Background: an optimization exercise with open tools, aiming at small area and a short achievable clock period. Do not read the settings as production practice. RTL that was checked went through simulation tests only; none was proved equivalent to the original. No driver is modelled on the clock port, so clock power and skew are understated where the tree is cut down; a real chip needs a root buffer or a tree. Power is estimated from default activity; no workload was simulated.

==> flow/design.v (excerpt) <==
module top_module (
    input         pclk,
    input         presetn,
    input         psel,
    input         penable,
    input         pwrite,
    input  [31:0] paddr,
    input  [31:0] pwdata,
    output [31:0] prdata,
    output        pready,
    output        irq,
    input  [31:0] aux_in,
    input  [31:0] pad_in,
    output [31:0] pad_out,
    output [31:0] pad_oe
);
Size: roughly 340 flip-flops, about 230 I/O pins.
clock: 4.5 ns
lec_check: 0
cap_margin: 20
core_margin: 2
core_utilization: 40
setup_slack_margin: 2.4
slew_margin: 20
synth_hierarchical: 1
standard.sh (not shown) runs the stock make flow with config.mk's settings and CLKGATE_MAP_FILE= SYNTH_SCRIPT=/design/flow/synth_recipe.tcl, a recipe that flattens the netlist after the stock synthesis.
==> flow/flow/run.sh <==
#!/bin/bash
# Standard layout with two changes: the port buffers are buf_1 cells instead
# of the resizer's default choice, and the clock tree is the two-level tree
# that clock_tree.tcl builds (run by the CTS step in place of
# clock_tree_synthesis). Each tool's output is in the ORFS logs under orfs/,
# and make's own output in standard.log.
set -euo pipefail
export BUFFER_PORTS_ARGS="-buffer_cell sky130_fd_sc_hd__buf_1"
export PRE_CTS_TCL="$PWD/flow/clock_tree.tcl"
export CLOCK_TREE_PORT=pclk
export CLOCK_TREE_TOP_COLS=2 CLOCK_TREE_TOP_ROWS=2
export CLOCK_TREE_LEAF_COLS=2 CLOCK_TREE_LEAF_ROWS=2
export CLOCK_TREE_TOP_CELL=sky130_fd_sc_hd__clkbuf_16 CLOCK_TREE_LEAF_CELL=sky130_fd_sc_hd__clkbuf_16
bash standard.sh > standard.log 2>&1
Other scripts of this flow, unchanged in this note and not shown: flow/flow/clock_tree.tcl
Then changed:
--- a/flow/design.v
+++ b/flow/design.v
@@ -1,52 +1,22 @@
 module gpio_read_mux (
     input         en,
     input  [9:0]  sel,
-    input  [31:0] d0, d1, d2, d3, d4, d5, d7, d8, d9,
-    input  [1:0]  d6,
+    input  [31:0] d0, d1, d2, d3, d4, d5, d6, d7, d8, d9,
     output [31:0] rd
 );
-    wire off = !en;
-    genvar i;
-    generate
-        for (i = 0; i < 32; i = i + 1) begin : bit_
-            wire x1, x2, x3;
-            gpio_aoi222 g1 (.a1(sel[0]), .a2(d0[i]), .b1(sel[1]), .b2(d1[i]),
-                            .c1(sel[2]), .c2(d2[i]), .y(x1));
-            gpio_aoi222 g2 (.a1(sel[3]), .a2(d3[i]), .b1(sel[4]), .b2(d4[i]),
-                            .c1(sel[5]), .c2(d5[i]), .y(x2));
-            if (i < 2) begin : ctrl_
-                wire x4;
-                gpio_aoi222 g3 (.a1(sel[7]), .a2(d7[i]), .b1(sel[8]), .b2(d8[i]),
-                                .c1(sel[9]), .c2(d9[i]), .y(x3));
-                gpio_nand2 g4 (.a(sel[6]), .b(d6[i]), .y(x4));
-                gpio_aoi41 g5 (.a1(x1), .a2(x2), .a3(x3), .a4(x4), .b(off), .y(rd[i]));
-            end else begin : data_
-                gpio_aoi222 g3 (.a1(sel[7]), .a2(d7[i]), .b1(sel[8]), .b2(d8[i]),
-                                .c1(sel[9]), .c2(d9[i]), .y(x3));
-                gpio_aoi31 g5 (.a1(x1), .a2(x2), .a3(x3), .b(off), .y(rd[i]));
-            end
-        end
-    endgenerate
-endmodule
-module gpio_aoi222 (input a1, a2, b1, b2, c1, c2, output y);
-    assign y = !((a1 && a2) || (b1 && b2) || (c1 && c2));
-endmodule
-module gpio_aoi31 (input a1, a2, a3, b, output y);
-    assign y = !((a1 && a2 && a3) || b);
-endmodule
-module gpio_aoi41 (input a1, a2, a3, a4, b, output y);
-    assign y = !((a1 && a2 && a3 && a4) || b);
-endmodule
-module gpio_nand2 (input a, b, output y);
-    assign y = !(a && b);
+    assign rd = {32{en}} & (({32{sel[0]}} & d0) | ({32{sel[1]}} & d1) |
+                            ({32{sel[2]}} & d2) | ({32{sel[3]}} & d3) |
+                            ({32{sel[4]}} & d4) | ({32{sel[5]}} & d5) |
+                            ({32{sel[6]}} & d6) | ({32{sel[7]}} & d7) |
+                            ({32{sel[8]}} & d8) | ({32{sel[9]}} & d9));
 endmodule
 module top_module (
     input         pclk,
     input         presetn,
     input         psel,
     input         penable,
     input         pwrite,
     input  [31:0] paddr,
     input  [31:0] pwdata,
     output [31:0] prdata,
     output        pready,
@@ -122,23 +92,23 @@
     assign rsel[9] = (a == 4'd9) && hold_nec;
     wire [31:0] rd_nx;
     gpio_read_mux u_rd (
         .en   (aligned && presetn),
         .sel  (rsel),
         .d0   (pad_val),
         .d1   (r_out),
         .d2   (r_oe),
         .d3   (r_inte),
         .d4   (r_ptrig),
         .d5   (r_aux),
-        .d6   (ctrl_nx),
+        .d6   ({30'd0, ctrl_nx}),
         .d7   (ints_raw),
         .d8   (r_eclk),
         .d9   (r_nec),
         .rd   (rd_nx)
     );
     always @(posedge pclk or negedge presetn) begin
         if (!presetn) begin
             r_oe      <= 32'd0;
             r_ctrl    <= 2'd0;
             r_irq     <= 1'b0;
             r_pad_out <= 32'd0;
Result: The new run passed the timing, DRC and antenna checks; sequential cell count does not change; worst setup slack gets better by 0.024 ns; critical path depth is lower by 3; synthesized area went up by 5.1%; hold slack degrades by 0.0037 ns; fmax is higher by 1.2%; cell area goes up by about 5%.
The RTL of the second run of this note was laid out without a check of its function. In every run of this note, the design's own scripts or RTL, not TritonCTS, make the clock network.

The RTL this note starts from:
==> flow/design.v <==
module gpio_read_mux (
    input         en,
    input  [9:0]  sel,
    input  [31:0] d0, d1, d2, d3, d4, d5, d7, d8, d9,
    input  [1:0]  d6,
    output [31:0] rd
);
    wire off = !en;
    genvar i;
    generate
        for (i = 0; i < 32; i = i + 1) begin : bit_
            wire x1, x2, x3;
            gpio_aoi222 g1 (.a1(sel[0]), .a2(d0[i]), .b1(sel[1]), .b2(d1[i]),
                            .c1(sel[2]), .c2(d2[i]), .y(x1));
            gpio_aoi222 g2 (.a1(sel[3]), .a2(d3[i]), .b1(sel[4]), .b2(d4[i]),
                            .c1(sel[5]), .c2(d5[i]), .y(x2));
            if (i < 2) begin : ctrl_
                wire x4;
                gpio_aoi222 g3 (.a1(sel[7]), .a2(d7[i]), .b1(sel[8]), .b2(d8[i]),
                                .c1(sel[9]), .c2(d9[i]), .y(x3));
                gpio_nand2 g4 (.a(sel[6]), .b(d6[i]), .y(x4));
                gpio_aoi41 g5 (.a1(x1), .a2(x2), .a3(x3), .a4(x4), .b(off), .y(rd[i]));
            end else begin : data_
                gpio_aoi222 g3 (.a1(sel[7]), .a2(d7[i]), .b1(sel[8]), .b2(d8[i]),
                                .c1(sel[9]), .c2(d9[i]), .y(x3));
                gpio_aoi31 g5 (.a1(x1), .a2(x2), .a3(x3), .b(off), .y(rd[i]));
            end
        end
    endgenerate
endmodule
module gpio_aoi222 (input a1, a2, b1, b2, c1, c2, output y);
    assign y = !((a1 && a2) || (b1 && b2) || (c1 && c2));
endmodule
module gpio_aoi31 (input a1, a2, a3, b, output y);
    assign y = !((a1 && a2 && a3) || b);
endmodule
module gpio_aoi41 (input a1, a2, a3, a4, b, output y);
    assign y = !((a1 && a2 && a3 && a4) || b);
endmodule
module gpio_nand2 (input a, b, output y);
    assign y = !(a && b);
endmodule
module gpio_and2 (input a, b, output y);
    assign y = a && b;
endmodule
module top_module (
    input         pclk,
    input         presetn,
    input         psel,
    input         penable,
    input         pwrite,
    input  [31:0] paddr,
    input  [31:0] pwdata,
    output [31:0] prdata,
    output        pready,
    output        irq,
    input  [31:0] aux_in,
    input  [31:0] pad_in,
    output [31:0] pad_out,
    output [31:0] pad_oe
);
    reg  [31:0] r_in, r_out, r_oe, r_inte, r_ptrig, r_aux, r_eclk, r_nec;
    reg  [1:0]  r_ctrl;
    reg         r_irq;
    reg  [31:0] r_pad_out;
    reg  [31:0] r_prdata;
    wire        aligned = (paddr[31:6] == 26'd0) && (paddr[1:0] == 2'd0);
    wire [3:0]  a = paddr[5:2];
    wire        wsetup = psel && !penable && pwrite && aligned;
    wire        pick_out   = wsetup && (a == 4'd1);
    wire        pick_oe    = wsetup && (a == 4'd2);
    wire        pick_inte  = wsetup && (a == 4'd3);
    wire        pick_ptrig = wsetup && (a == 4'd4);
    wire        pick_aux   = wsetup && (a == 4'd5);
    wire        pick_ctrl  = wsetup && (a == 4'd6);
    wire        pick_eclk  = wsetup && (a == 4'd8);
    wire        pick_nec   = wsetup && (a == 4'd9);
    reg we_out, we_oe, we_inte, we_ptrig, we_aux, we_ctrl, we_eclk, we_nec;
    reg hold_out, hold_oe, hold_inte, hold_ptrig, hold_aux, hold_eclk, hold_nec;
    always @(posedge pclk or negedge presetn) begin
        if (!presetn) begin
            {we_out, we_oe, we_inte, we_ptrig, we_aux, we_ctrl, we_eclk, we_nec} <= 8'd0;
            {hold_out, hold_oe, hold_inte, hold_ptrig, hold_aux, hold_eclk, hold_nec} <= 7'd0;
        end else begin
            we_out     <= pick_out;
            we_oe      <= pick_oe;
            we_inte    <= pick_inte;
            we_ptrig   <= pick_ptrig;
            we_aux     <= pick_aux;
            we_ctrl    <= pick_ctrl;
            we_eclk    <= pick_eclk;
            we_nec     <= pick_nec;
            hold_out   <= !pick_out   && (hold_out   || we_out);
            hold_oe    <= !pick_oe;
            hold_inte  <= !pick_inte  && (hold_inte  || we_inte);
            hold_ptrig <= !pick_ptrig && (hold_ptrig || we_ptrig);
            hold_aux   <= !pick_aux   && (hold_aux   || we_aux);
            hold_eclk  <= !pick_eclk  && (hold_eclk  || we_eclk);
            hold_nec   <= !pick_nec   && (hold_nec   || we_nec);
        end
    end
    wire [31:0] out_nx   = ({32{we_out}}   & pwdata) | ({32{hold_out}}   & r_out);
    wire [31:0] oe_nx    = ({32{we_oe}}    & pwdata) | ({32{hold_oe}}    & r_oe);
    wire [31:0] inte_nx  = ({32{we_inte}}  & pwdata) | ({32{hold_inte}}  & r_inte);
    wire [31:0] ptrig_nx = ({32{we_ptrig}} & pwdata) | ({32{hold_ptrig}} & r_ptrig);
    wire [31:0] aux_nx   = ({32{we_aux}}   & pwdata) | ({32{hold_aux}}   & r_aux);
    wire [31:0] eclk_nx  = ({32{we_eclk}}  & pwdata) | ({32{hold_eclk}}  & r_eclk);
    wire [31:0] nec_nx   = ({32{we_nec}}   & pwdata) | ({32{hold_nec}}   & r_nec);
    wire [31:0] pad_nx  = (aux_nx & aux_in) | (~aux_nx & out_nx);
    wire [31:0] pad_val = (r_oe & r_pad_out) | (~r_oe & pad_in);
    wire        inte_valid = hold_inte || we_inte;
    wire [31:0] ints_raw = r_inte & (r_in ^ r_ptrig);
    wire [1:0]  ctrl_nx = we_ctrl ? pwdata[1:0]
                                  : {r_ctrl[1] | (r_ctrl[0] & r_irq), r_ctrl[0]};
    reg         up;
    always @(posedge pclk or negedge presetn) begin
        if (!presetn) up <= 1'b0;
        else          up <= 1'b1;
    end
    wire [3:0]  lo = {a[1:0] == 2'd3 && up, a[1:0] == 2'd2 && up,
                      a[1:0] == 2'd1 && up, a[1:0] == 2'd0};
    wire [2:0]  hi = {a[3:2] == 2'd2 && up, a[3:2] == 2'd1 && up, a[3:2] == 2'd0};
    wire [9:0]  rsel;
    gpio_and2 s0 (.a(hi[0]), .b(lo[0]), .y(rsel[0]));
    gpio_and2 s1 (.a(hi[0]), .b(lo[1]), .y(rsel[1]));
    gpio_and2 s2 (.a(hi[0]), .b(lo[2]), .y(rsel[2]));
    gpio_and2 s3 (.a(hi[0]), .b(lo[3]), .y(rsel[3]));
    gpio_and2 s4 (.a(hi[1]), .b(lo[0]), .y(rsel[4]));
    gpio_and2 s5 (.a(hi[1]), .b(lo[1]), .y(rsel[5]));
    gpio_and2 s6 (.a(hi[1]), .b(lo[2]), .y(rsel[6]));
    gpio_and2 s7 (.a(hi[1]), .b(lo[3]), .y(rsel[7]));
    gpio_and2 s8 (.a(hi[2]), .b(lo[0]), .y(rsel[8]));
    gpio_and2 s9 (.a(hi[2]), .b(lo[1]), .y(rsel[9]));
    wire [31:0] rd_nx;
    gpio_read_mux u_rd (
        .en   (aligned && presetn),
        .sel  (rsel),
        .d0   (pad_val),
        .d1   (r_out),
        .d2   (r_oe),
        .d3   (r_inte),
        .d4   (r_ptrig),
        .d5   (r_aux),
        .d6   (ctrl_nx),
        .d7   (ints_raw),
        .d8   (r_eclk),
        .d9   (r_nec),
        .rd   (rd_nx)
    );
    always @(posedge pclk or negedge presetn) begin
        if (!presetn) begin
            r_oe      <= 32'd0;
            r_ctrl    <= 2'd0;
            r_irq     <= 1'b0;
            r_pad_out <= 32'd0;
        end else begin
            r_oe      <= oe_nx;
            r_ctrl    <= ctrl_nx;
            r_irq     <= inte_valid && (|ints_raw);
            r_pad_out <= pad_nx;
        end
    end
    always @(posedge pclk) begin
        r_in    <= pad_val;
        r_out   <= out_nx;
        r_inte  <= inte_nx;
        r_ptrig <= ptrig_nx;
        r_aux   <= aux_nx;
        r_eclk  <= eclk_nx;
        r_nec   <= nec_nx;
        r_prdata <= rd_nx;
    end
    assign prdata  = r_prdata;
    assign pready  = 1'b1;
    assign irq     = r_irq;
    assign pad_out = r_pad_out;
    assign pad_oe  = r_oe;
endmodule
clock: 4.5 ns
lec_check: 0
cap_margin: 20
core_margin: 2
core_utilization: 40
setup_slack_margin: 2.65
slew_margin: 20
synth_hierarchical: 1
tns_end_percent: 5
Scripts as last shown in full above: flow/flow/run.sh
Other scripts of this flow, unchanged in this note and not shown: flow/flow/clock_tree.tcl
The starting point completed with no timing, DRC or antenna violations.
Then changed:
--- a/flow/design.v
+++ b/flow/design.v
@@ -36,15 +36,12 @@
 endmodule
 module gpio_aoi41 (input a1, a2, a3, a4, b, output y);
     assign y = !((a1 && a2 && a3 && a4) || b);
 endmodule
 module gpio_nand2 (input a, b, output y);
     assign y = !(a && b);
-endmodule
-module gpio_and2 (input a, b, output y);
-    assign y = a && b;
 endmodule
 module top_module (
     input         pclk,
     input         presetn,
     input         psel,
     input         penable,
@@ -109,31 +106,23 @@
     wire [31:0] pad_nx  = (aux_nx & aux_in) | (~aux_nx & out_nx);
     wire [31:0] pad_val = (r_oe & r_pad_out) | (~r_oe & pad_in);
     wire        inte_valid = hold_inte || we_inte;
     wire [31:0] ints_raw = r_inte & (r_in ^ r_ptrig);
     wire [1:0]  ctrl_nx = we_ctrl ? pwdata[1:0]
                                   : {r_ctrl[1] | (r_ctrl[0] & r_irq), r_ctrl[0]};
-    reg         up;
-    always @(posedge pclk or negedge presetn) begin
-        if (!presetn) up <= 1'b0;
-        else          up <= 1'b1;
-    end
-    wire [3:0]  lo = {a[1:0] == 2'd3 && up, a[1:0] == 2'd2 && up,
-                      a[1:0] == 2'd1 && up, a[1:0] == 2'd0};
-    wire [2:0]  hi = {a[3:2] == 2'd2 && up, a[3:2] == 2'd1 && up, a[3:2] == 2'd0};
     wire [9:0]  rsel;
-    gpio_and2 s0 (.a(hi[0]), .b(lo[0]), .y(rsel[0]));
-    gpio_and2 s1 (.a(hi[0]), .b(lo[1]), .y(rsel[1]));
-    gpio_and2 s2 (.a(hi[0]), .b(lo[2]), .y(rsel[2]));
-    gpio_and2 s3 (.a(hi[0]), .b(lo[3]), .y(rsel[3]));
-    gpio_and2 s4 (.a(hi[1]), .b(lo[0]), .y(rsel[4]));
-    gpio_and2 s5 (.a(hi[1]), .b(lo[1]), .y(rsel[5]));
-    gpio_and2 s6 (.a(hi[1]), .b(lo[2]), .y(rsel[6]));
-    gpio_and2 s7 (.a(hi[1]), .b(lo[3]), .y(rsel[7]));
-    gpio_and2 s8 (.a(hi[2]), .b(lo[0]), .y(rsel[8]));
-    gpio_and2 s9 (.a(hi[2]), .b(lo[1]), .y(rsel[9]));
+    assign rsel[0] = (a == 4'd0);
+    assign rsel[1] = (a == 4'd1) && hold_out;
+    assign rsel[2] = (a == 4'd2);
+    assign rsel[3] = (a == 4'd3) && hold_inte;
+    assign rsel[4] = (a == 4'd4) && hold_ptrig;
+    assign rsel[5] = (a == 4'd5) && hold_aux;
+    assign rsel[6] = (a == 4'd6);
+    assign rsel[7] = (a == 4'd7) && hold_inte;
+    assign rsel[8] = (a == 4'd8) && hold_eclk;
+    assign rsel[9] = (a == 4'd9) && hold_nec;
     wire [31:0] rd_nx;
     gpio_read_mux u_rd (
         .en   (aligned && presetn),
         .sel  (rsel),
         .d0   (pad_val),
         .d1   (r_out),
Result: First-iteration DRC count went down by 23%. Clock power is about the same. Register-to-register slack is about the same. Routed wire length went down by 7.7%. Setup slack gains 0.24 ns. Die area went down by about 0.33%.
Only the layout flow was run in the first run of this note; the RTL was not checked for function there. In every run of this note, the design's own scripts or RTL, not TritonCTS, make the clock network.

[separate check: timing with driven ports]
The flow's constraints put no driver on any port. The routed layouts listed below were extracted and timed again, unchanged, in two steps. Step 1 (the two cells are an assumption about what drives the block):
set clk [get_ports {pclk}]
set_driving_cell -lib_cell sky130_fd_sc_hd__clkbuf_16 $clk
set_driving_cell -lib_cell sky130_fd_sc_hd__buf_2 [delete_from_list [all_inputs] $clk]
Step 2 also shifts input and output timing later by t, the mid clock arrival at the registers, as if the neighbouring blocks saw the same clock. Slacks: ideal / step 1 / step 2; pairs: ideal / step 1.
run	shift t [ns]	slack for setup (ns)	hold WS [ns]
the first run of note 1	0.416	2.417 / 2.479 / 2.086	0.483 / 0.478 / 0.483
the second run of note 1	0.419	2.442 / 2.442 / 2.093	0.479 / 0.479 / 0.479
the first run of note 2	0.421	2.348 / 2.433 / 2.012	0.472 / 0.402 / 0.483
the second run of note 2	0.415	2.583 / 2.535 / 2.237	0.480 / 0.427 / 0.480
After both steps every run listed still meets setup and hold. The setup slack of the second run of note 1, which loses most, moves by 0.000 ns with the drivers and by -0.349 ns with both steps.
